This design comes from an exercise in tuning for small area, a short achievable clock period and few clock cycles on the open sky130 flow, not from production work. At most, simulation tests tie the RTL to the original design; equivalence was not proved.

// GCD
module GCD #(parameter WIDTH = 16) (clk,a,b,start,gcd,done);
    input clk;
    input [WIDTH-1:0] a;
    input [WIDTH-1:0] b;
    input start;
    output [WIDTH-1:0] gcd;
    output done;
    localparam KW = 4;    
    reg [WIDTH-1:0] x, y;
    reg [KW-1:0] k;
    function [KW-1:0] ctz;
        input [WIDTH-1:0] v;
        integer i;
        begin
            ctz = 0;
            for (i = WIDTH-1; i >= 0; i = i - 1)
                if (v[i]) ctz = i;
        end
    endfunction
    wire [WIDTH-1:0] kh = {{(WIDTH-1){1'b0}}, 1'b1} << k;
    wire [WIDTH-1:0] kh1 = {kh[WIDTH-2:0], 1'b0};
    wire [WIDTH-1:0] e = x ^ y;
    wire nx = ~|(x & kh);
    wire ny = ~|(y & kh);
    wire x1 = |(x & kh1);
    wire y1 = |(y & kh1);
    wire e1 = x1 ^ y1;                  
    wire [WIDTH-1:0] p = ~e;
    wire [WIDTH-1:0] g = x & ~y;
    wire [WIDTH-1:0] G, P;        
    gcd_prefix #(WIDTH) u_pfx (.g(g), .p(p), .G(G), .P(P));
    wire neg = ~(G[WIDTH-1] | P[WIDTH-1]);    
    wire busy = ~P[WIDTH-1];                  
    wire [WIDTH-1:0] Gb = {G[WIDTH-2:0], 1'b0};
    wire [WIDTH-1:0] Pb = {P[WIDTH-2:0], 1'b1};
    wire [WIDTH-1:0] dxy = p ^ (Gb | Pb);
    wire [WIDTH-1:0] dyx = ~(p ^ Gb);
    wire sub = busy & ~nx & ~ny;
    wire [WIDTH-1:0] rx = e1 ? {1'b0, dxy[WIDTH-1:1]} : {2'b00, dxy[WIDTH-1:2]};
    wire [WIDTH-1:0] ry = e1 ? {1'b0, dyx[WIDTH-1:1]} : {2'b00, dyx[WIDTH-1:2]};
    wire [WIDTH-1:0] xn = x1 ? {1'b0, x[WIDTH-1:1]} : {2'b00, x[WIDTH-1:2]};
    wire [WIDTH-1:0] yn = y1 ? {1'b0, y[WIDTH-1:1]} : {2'b00, y[WIDTH-1:2]};
    wire wx = sub & ~neg;
    wire wy = sub & neg;
    wire [WIDTH-1:0] nxt_x = ({WIDTH{start}} & a) |
                             ({WIDTH{~start & nx}} & xn) |
  ...
Size in the first run: roughly 520 cells after synthesis, about 36 flip-flops, roughly 4300 um2 of cells after synthesis.
==> module GCD, before the edit <==
module GCD #(parameter WIDTH = 16) (clk,a,b,start,gcd,done);
    input clk;
    input [WIDTH-1:0] a;
    input [WIDTH-1:0] b;
    input start;
    output [WIDTH-1:0] gcd;
    output done;
    localparam KW = 4;    
    reg [WIDTH-1:0] x, y;
    reg [KW-1:0] k;
    function [KW-1:0] ctz;
        input [WIDTH-1:0] v;
        integer i;
        begin
            ctz = 0;
            for (i = WIDTH-1; i >= 0; i = i - 1)
                if (v[i]) ctz = i;
        end
    endfunction
    wire [WIDTH-1:0] kh = {{(WIDTH-1){1'b0}}, 1'b1} << k;
    wire [WIDTH-1:0] kh1 = {kh[WIDTH-2:0], 1'b0};
    wire [WIDTH-1:0] e = x ^ y;
    wire nx = ~|(x & kh);
    wire ny = ~|(y & kh);
    wire x1 = |(x & kh1);
    wire y1 = |(y & kh1);
    wire e1 = x1 ^ y1;                  
    wire [WIDTH-1:0] p = ~e;
    wire [WIDTH-1:0] g = x & ~y;
    wire [WIDTH-1:0] G, P;        
    gcd_prefix #(WIDTH) u_pfx (.g(g), .p(p), .G(G), .P(P));
    wire neg = ~(G[WIDTH-1] | P[WIDTH-1]);    
    wire busy = ~P[WIDTH-1];                  
    wire [WIDTH-1:0] Gb = {G[WIDTH-2:0], 1'b0};
    wire [WIDTH-1:0] Pb = {P[WIDTH-2:0], 1'b1};
    wire [WIDTH-1:0] dxy = p ^ (Gb | Pb);
    wire [WIDTH-1:0] dyx = ~(p ^ Gb);
    wire sub = busy & ~nx & ~ny;
    wire [WIDTH-1:0] rx = e1 ? {1'b0, dxy[WIDTH-1:1]} : {2'b00, dxy[WIDTH-1:2]};
    wire [WIDTH-1:0] ry = e1 ? {1'b0, dyx[WIDTH-1:1]} : {2'b00, dyx[WIDTH-1:2]};
    wire [WIDTH-1:0] xn = x1 ? {1'b0, x[WIDTH-1:1]} : {2'b00, x[WIDTH-1:2]};
    wire [WIDTH-1:0] yn = y1 ? {1'b0, y[WIDTH-1:1]} : {2'b00, y[WIDTH-1:2]};
    wire wx = sub & ~neg;
    wire wy = sub & neg;
    wire [WIDTH-1:0] nxt_x = ({WIDTH{start}} & a) |
                             ({WIDTH{~start & nx}} & xn) |
                             ({WIDTH{~start & ~nx & wx}} & rx) |
                             ({WIDTH{~start & ~nx & ~wx}} & x);
    wire [WIDTH-1:0] nxt_y = ({WIDTH{start}} & b) |
                             ({WIDTH{~start & ny}} & yn) |
                             ({WIDTH{~start & ~ny & wy}} & ry) |
                             ({WIDTH{~start & ~ny & ~wy}} & y);
    always @(posedge clk) begin
        x <= nxt_x;
        y <= nxt_y;
        if (start)
            k <= ctz(a | b);
    end
    assign gcd = x;
    assign done = ~busy;
endmodule
make LEC_CHECK=0 CAP_MARGIN=20 CORE_MARGIN=2 CORE_UTILIZATION=40 SLEW_MARGIN=20 SYNTH_HIERARCHICAL=1 finish   # period 3.0 ns
run.sh (not shown) runs the stock make flow with config.mk's settings and CLKGATE_MAP_FILE= SYNTH_SCRIPT=/design/flow/synth_recipe.tcl, a recipe that flattens the netlist after the stock synthesis.
Testbench counts at the start, summed over its fixed seeds: cycles 36,528.
Edit:
--- a/flow/design.v
+++ b/flow/design.v
@@ -22,41 +22,35 @@
     wire [WIDTH-1:0] e = x ^ y;
     wire nx = ~|(x & kh);
     wire ny = ~|(y & kh);
     wire x1 = |(x & kh1);
     wire y1 = |(y & kh1);
-    wire e1 = x1 ^ y1;                  
+    wire e1 = |(e & kh1);
     wire [WIDTH-1:0] p = ~e;
     wire [WIDTH-1:0] g = x & ~y;
     wire [WIDTH-1:0] G, P;        
     gcd_prefix #(WIDTH) u_pfx (.g(g), .p(p), .G(G), .P(P));
     wire neg = ~(G[WIDTH-1] | P[WIDTH-1]);    
-    wire busy = ~P[WIDTH-1];                  
     wire [WIDTH-1:0] Gb = {G[WIDTH-2:0], 1'b0};
     wire [WIDTH-1:0] Pb = {P[WIDTH-2:0], 1'b1};
-    wire [WIDTH-1:0] dxy = p ^ (Gb | Pb);
-    wire [WIDTH-1:0] dyx = ~(p ^ Gb);
+    wire [WIDTH-1:0] ad = p ^ (neg ? ~Gb : (Gb | Pb));
+    wire busy = ~P[WIDTH-1];
     wire sub = busy & ~nx & ~ny;
-    wire [WIDTH-1:0] rx = e1 ? {1'b0, dxy[WIDTH-1:1]} : {2'b00, dxy[WIDTH-1:2]};
-    wire [WIDTH-1:0] ry = e1 ? {1'b0, dyx[WIDTH-1:1]} : {2'b00, dyx[WIDTH-1:2]};
-    wire [WIDTH-1:0] xn = x1 ? {1'b0, x[WIDTH-1:1]} : {2'b00, x[WIDTH-1:2]};
-    wire [WIDTH-1:0] yn = y1 ? {1'b0, y[WIDTH-1:1]} : {2'b00, y[WIDTH-1:2]};
-    wire wx = sub & ~neg;
-    wire wy = sub & neg;
-    wire [WIDTH-1:0] nxt_x = ({WIDTH{start}} & a) |
-                             ({WIDTH{~start & nx}} & xn) |
-                             ({WIDTH{~start & ~nx & wx}} & rx) |
-                             ({WIDTH{~start & ~nx & ~wx}} & x);
-    wire [WIDTH-1:0] nxt_y = ({WIDTH{start}} & b) |
-                             ({WIDTH{~start & ny}} & yn) |
-                             ({WIDTH{~start & ~ny & wy}} & ry) |
-                             ({WIDTH{~start & ~ny & ~wy}} & y);
+    wire [WIDTH-1:0] v = nx ? x : ny ? y : ad;
+    wire s1 = nx ? x1 : ny ? y1 : e1;
+    wire [WIDTH-1:0] r = s1 ? {1'b0, v[WIDTH-1:1]} : {2'b00, v[WIDTH-1:2]};
     always @(posedge clk) begin
-        x <= nxt_x;
-        y <= nxt_y;
-        if (start)
+        if (start) begin
+            x <= a;
+            y <= b;
             k <= ctz(a | b);
+        end else begin
+            if (nx | (sub & ~neg))
+                x <= r;
+            if (ny | (sub & neg))
+                y <= r;
+        end
     end
     assign gcd = x;
     assign done = ~busy;
 endmodule
 module gcd_prefix #(parameter WIDTH = 16) (g, p, G, P);
After rerunning: The new run finished but failed the layout checks on negative setup slack; design area climbs by 11%; final cell count rose by 5.9%; global-route usage decreases by 2.2 points; synthesized cell count goes down by 3.3%; count of clock-buffer cells in the layout shrinks by 2; worst setup slack degrades by 0.17 ns; synthesized area decreases by 2.1%.
The RTL of the second run of this note was laid out without a check of its function.


job 105:
The RTL this note starts from:
==> flow/design.v <==
module GCD #(parameter WIDTH = 16) (clk,a,b,start,gcd,done);
    input clk;
    input [WIDTH-1:0] a;
    input [WIDTH-1:0] b;
    input start;
    output [WIDTH-1:0] gcd;
    output done;
    localparam KW = 4;    
    reg [WIDTH-1:0] x, y;
    reg [KW-1:0] k;
    reg xo, yo;
    function [KW-1:0] ctz;
        input [WIDTH-1:0] v;
        integer i;
        begin
            ctz = 0;
            for (i = WIDTH-1; i >= 0; i = i - 1)
                if (v[i]) ctz = i;
        end
    endfunction
    wire [WIDTH-1:0] X = yo ? {WIDTH{1'b0}} : x;
    wire [WIDTH-1:0] Y = xo ? {WIDTH{1'b0}} : y;
    wire [WIDTH-1:0] e = X ^ Y;
    wire neg;
    wire [WIDTH-1:0] dl;
    gcd_sub #(WIDTH) u_sub (.x(X), .y(Y), .d(dl), .neg(neg));
    wire signed [WIDTH:0] d = {neg, dl};
    wire [KW-1:0] c, t;
    gcd_ctz u_ctz (.v(e), .c(c));
    gcd_sub #(KW) u_t (.x(c), .y(k), .d(t), .neg());
    wire [WIDTH:0] sh = d >>> t;
    wire [WIDTH-1:0] above = {WIDTH{1'b1}} << k << 1;
    wire [WIDTH-1:0] r = sh[WIDTH-1:0] ^ (above & {WIDTH{neg}});
    wire busy = (e != 0);
    wire [KW-1:0] ka = ctz(a);
    wire [KW-1:0] kb = ctz(b);
    always @(posedge clk) begin
        if (start) begin
            x <= a;
            y <= b;
            k <= (ka < kb) ? ka : kb;
            xo <= (ka > kb);
            yo <= (kb > ka);
        end else if (busy) begin
            if (neg)
                y <= r;
            else
                x <= r;
            xo <= 1'b0;
            yo <= 1'b0;
        end
    end
    assign gcd = x;
    assign done = !busy;
endmodule
module gcd_sub #(parameter WIDTH = 16) (x, y, d, neg);
    input [WIDTH-1:0] x, y;
    output [WIDTH-1:0] d;
    output neg;
    localparam L = 4;    
    wire [WIDTH-1:0] p0 = ~(x ^ y);
    wire [WIDTH-1:0] g0 = x & ~y;
    wire [WIDTH-1:0] G [0:L];
    wire [WIDTH-1:0] P [0:L];
    assign G[0] = {g0[WIDTH-1:1], g0[0] | p0[0]};
    assign P[0] = p0;
    genvar l, i;
    generate
        for (l = 0; l < L; l = l + 1) begin : lv
            for (i = 0; i < WIDTH; i = i + 1) begin : bt
                if (((i >> l) & 1) == 1) begin : op
                    gcd_pg u (.gh(G[l][i]), .ph(P[l][i]),
                              .gl(G[l][((i >> l) << l) - 1]), .pl(P[l][((i >> l) << l) - 1]),
                              .g(G[l+1][i]), .p(P[l+1][i]));
                end else begin : pass
                    assign G[l+1][i] = G[l][i];
                    assign P[l+1][i] = P[l][i];
                end
            end
        end
    endgenerate
    assign neg = ~G[L][WIDTH-1];
    assign d = p0 ^ {G[L][WIDTH-2:0], 1'b1};
endmodule
module gcd_pg (gh, ph, gl, pl, g, p);
    input gh, ph, gl, pl;
    output g, p;
    assign g = gh | (ph & gl);
    assign p = ph & pl;
endmodule
module gcd_ctz (v, c);
    input [15:0] v;
    output [3:0] c;
    wire [15:0] z;    
    genvar i;
    assign z[0] = ~v[0];
    generate
        for (i = 1; i < 16; i = i + 1) begin : zp
            assign z[i] = ~|v[i:0];
        end
    endgenerate
    assign c[3] = z[7];
    assign c[2] = (z[3] & ~z[7]) | (z[11] & ~z[15]);
    assign c[1] = (z[1] & ~z[3]) | (z[5] & ~z[7]) | (z[9] & ~z[11]) | (z[13] & ~z[15]);
    assign c[0] = (z[0] & v[1]) | (z[2] & v[3]) | (z[4] & v[5]) | (z[6] & v[7]) |
                  (z[8] & v[9]) | (z[10] & v[11]) | (z[12] & v[13]) | (z[14] & v[15]);
endmodule
make LEC_CHECK=0 CAP_MARGIN=20 CORE_MARGIN=2 CORE_UTILIZATION=40 SLEW_MARGIN=20 SYNTH_HIERARCHICAL=1 finish   # period 3.0 ns
Job 105: complete, dirty (negative setup slack)
What job 103 does differently from job 105 at the input level:
diff --git a/flow/design.v b/flow/design.v
--- a/flow/design.v
+++ b/flow/design.v
@@ -25,9 +25,7 @@
     wire [WIDTH-1:0] dl;
     gcd_sub #(WIDTH) u_sub (.x(X), .y(Y), .d(dl), .neg(neg));
     wire signed [WIDTH:0] d = {neg, dl};
-    wire [KW-1:0] c, t;
-    gcd_ctz u_ctz (.v(e), .c(c));
-    gcd_sub #(KW) u_t (.x(c), .y(k), .d(t), .neg());
+    wire [KW-1:0] t = ctz(e) - k;
     wire [WIDTH:0] sh = d >>> t;
     wire [WIDTH-1:0] above = {WIDTH{1'b1}} << k << 1;
     wire [WIDTH-1:0] r = sh[WIDTH-1:0] ^ (above & {WIDTH{neg}});
@@ -88,20 +86,3 @@
     assign g = gh | (ph & gl);
     assign p = ph & pl;
 endmodule
-module gcd_ctz (v, c);
-    input [15:0] v;
-    output [3:0] c;
-    wire [15:0] z;    
-    genvar i;
-    assign z[0] = ~v[0];
-    generate
-        for (i = 1; i < 16; i = i + 1) begin : zp
-            assign z[i] = ~|v[i:0];
-        end
-    endgenerate
-    assign c[3] = z[7];
-    assign c[2] = (z[3] & ~z[7]) | (z[11] & ~z[15]);
-    assign c[1] = (z[1] & ~z[3]) | (z[5] & ~z[7]) | (z[9] & ~z[11]) | (z[13] & ~z[15]);
-    assign c[0] = (z[0] & v[1]) | (z[2] & v[3]) | (z[4] & v[5]) | (z[6] & v[7]) |
-                  (z[8] & v[9]) | (z[10] & v[11]) | (z[12] & v[13]) | (z[14] & v[15]);
-endmodule
Results
- What the final checks of job 103 revealed, after a flow that finished every stage, was a layout that fails on negative setup slack.
- [job 103 vs job 105] sequential share of layout area: lower in job 103
- Area growth from synthesis to layout: job 103 > job 105
- When the final numbers for job 103 and job 105 were put side by side, the gate count after technology mapping turned out to be greater in job 103.
- Wire: job 103 routes more than job 105
- Count of clock-buffer cells in the layout, job 103 and job 105, higher one = job 105.
- Against job 105, design area in job 103 rose by more than 10%.
- Job 103: post-CTS setup buffer count higher than job 105
No run of this note included a check of the RTL's function; only the layout flow was run.


== job 101 ==
GCD, a different RTL version from the one above (not shown whole).
For scale: roughly 570 cells after synthesis, ~36 flip-flops, about 51 I/O pins, ~4400 µm² of cells after synthesis.
==> module gcd_prefix, before the edit <==
module gcd_prefix #(parameter WIDTH = 16) (g, p, G, P);
    input [WIDTH-1:0] g, p;
    output [WIDTH-1:0] G, P;
    localparam L = 4;    
    wire [WIDTH-1:0] gl [0:L];
    wire [WIDTH-1:0] pl [0:L];
    assign gl[0] = ~g;
    assign pl[0] = ~p;
    genvar l, i;
    generate
        for (l = 0; l < L; l = l + 1) begin : lv
            for (i = 0; i < WIDTH; i = i + 1) begin : bt
                if (((i >> l) & 1) == 1) begin : op
                    if (l % 2 == 0) begin : pos
                        gcd_pgo u (.ghn(gl[l][i]), .phn(pl[l][i]),
                                   .gln(gl[l][((i >> l) << l) - 1]), .pln(pl[l][((i >> l) << l) - 1]),
                                   .g(gl[l+1][i]), .p(pl[l+1][i]));
                    end else begin : ngt
                        gcd_pga u (.gh(gl[l][i]), .ph(pl[l][i]),
                                   .gl(gl[l][((i >> l) << l) - 1]), .pl(pl[l][((i >> l) << l) - 1]),
                                   .gn(gl[l+1][i]), .pn(pl[l+1][i]));
                    end
                end else begin : pass
                    assign gl[l+1][i] = ~gl[l][i];
                    assign pl[l+1][i] = ~pl[l][i];
                end
            end
        end
    endgenerate
    assign G = ~gl[L];
    assign P = ~pl[L];
endmodule
export LEC_CHECK = 0
export CAP_MARGIN = 20
export CORE_MARGIN = 2
export CORE_UTILIZATION = 40
export SLEW_MARGIN = 20
export SYNTH_HIERARCHICAL = 1
create_clock -name core_clock -period 3.0 [get_ports {clk}]
Job 101 completed end to end with timing, DRC and antenna clean.
Inputs modified between job 101 and job 102:
--- a/flow/design.v
+++ b/flow/design.v
@@ -24,12 +24,19 @@
     wire ny = ~|(y & kh);
     wire x1 = |(x & kh1);
     wire y1 = |(y & kh1);
     wire e1 = x1 ^ y1;                  
-    wire [WIDTH-1:0] p = ~e;
-    wire [WIDTH-1:0] g = x & ~y;
+    wire [WIDTH-1:0] pn, gn;      
+    genvar j;
+    generate
+        for (j = 0; j < WIDTH; j = j + 1) begin : bp
+            gcd_xor2 u_p (.a(x[j]), .b(y[j]), .z(pn[j]));
+            gcd_orn2 u_g (.a(y[j]), .b(x[j]), .z(gn[j]));
+        end
+    endgenerate
+    wire [WIDTH-1:0] p = ~pn;
     wire [WIDTH-1:0] G, P;        
-    gcd_prefix #(WIDTH) u_pfx (.g(g), .p(p), .G(G), .P(P));
+    gcd_prefix #(WIDTH) u_pfx (.gn(gn), .pn(pn), .G(G), .P(P));
     wire neg = ~(G[WIDTH-1] | P[WIDTH-1]);    
     wire busy = ~P[WIDTH-1];                  
     wire [WIDTH-1:0] Gb = {G[WIDTH-2:0], 1'b0};
     wire [WIDTH-1:0] Pb = {P[WIDTH-2:0], 1'b1};
@@ -58,16 +65,16 @@
     end
     assign gcd = x;
     assign done = ~busy;
 endmodule
-module gcd_prefix #(parameter WIDTH = 16) (g, p, G, P);
-    input [WIDTH-1:0] g, p;
+module gcd_prefix #(parameter WIDTH = 16) (gn, pn, G, P);
+    input [WIDTH-1:0] gn, pn;     
     output [WIDTH-1:0] G, P;
     localparam L = 4;    
     wire [WIDTH-1:0] gl [0:L];
     wire [WIDTH-1:0] pl [0:L];
-    assign gl[0] = ~g;
-    assign pl[0] = ~p;
+    assign gl[0] = gn;
+    assign pl[0] = pn;
     genvar l, i;
     generate
         for (l = 0; l < L; l = l + 1) begin : lv
             for (i = 0; i < WIDTH; i = i + 1) begin : bt
@@ -102,4 +109,14 @@
     output g, p;
     assign g = ~(ghn & (phn | gln));
     assign p = ~(phn | pln);
 endmodule
+module gcd_xor2 (a, b, z);
+    input a, b;
+    output z;
+    assign z = a ^ b;
+endmodule
+module gcd_orn2 (a, b, z);
+    input a, b;
+    output z;
+    assign z = a | ~b;
+endmodule
## What came out
- Job 102: done, clean on timing, DRC and antenna
- Diff job 101 -> job 102: combined global-route utilization of all metal layers closely matched the old numbers; share of final layout cell area taken by non-clock buffers now sits higher; hold violation count in the final report comparable.
- Looking at job 102 and job 101, the number of synthesized register bits is a wash.
- Diff job 102 and job 101: top achievable clock speed lower in job 102
- Via count ended up 306 lower on job 102 than on job 101.
- Changes observed in job 102 relative to job 101: final period utilization went up by 1.9 points; first-pass GRT wire length decreased about 2.4%.
No functional check of the RTL was part of any run of this note.

## static timing again, ports no longer ideal
The results above use ideal ports. As a check the final layouts listed here were re-extracted and re-timed, cells and wires unchanged. Step 1 assumes that a clkbuf_16 drives the clock port and a buf_2 every other input. Step 2, shift: input delay + t, output delay - t, t = (earliest + latest rising clock arrival at the registers) / 2. This alone moves slack from input paths to output paths. Three values: ideal, step 1, step 2; two values: the first two.
| run | t (ns) | slack for setup (ns) | worst hold slack (ns) | worst slew at a driven data input, ns | cell pins on the clock port's net |
|---|---|---|---|---|---|
| the first run of note 1 | 0.322 | 0.153 / 0.153 / 0.153 | 0.556 / 0.556 / 0.556 | 0.04 | 1 |
| the second run of note 1 | 0.316 | -0.019 / -0.019 / -0.019 | 0.870 / 0.870 / 0.870 | 0.03 | 1 |
| job 105 | 0.306 | -1.255 / -1.255 / -1.255 | 0.763 / 0.762 / 0.964 | 0.04 | 1 |
| job 103 | 0.312 | -1.171 / -1.171 / -1.171 | 0.746 / 0.743 / 1.055 | 0.04 | 1 |
| job 101 | 0.334 | 0.190 / 0.190 / 0.184 | 0.520 / 0.520 / 0.520 | 0.04 | 1 |
| job 102 | 0.323 | 0.134 / 0.106 / 0.134 | 0.577 / 0.577 / 0.577 | 0.03 | 1 |
The setup slack of job 101, which loses most, moves by 0.000 ns with the drivers and by -0.006 ns with both steps.
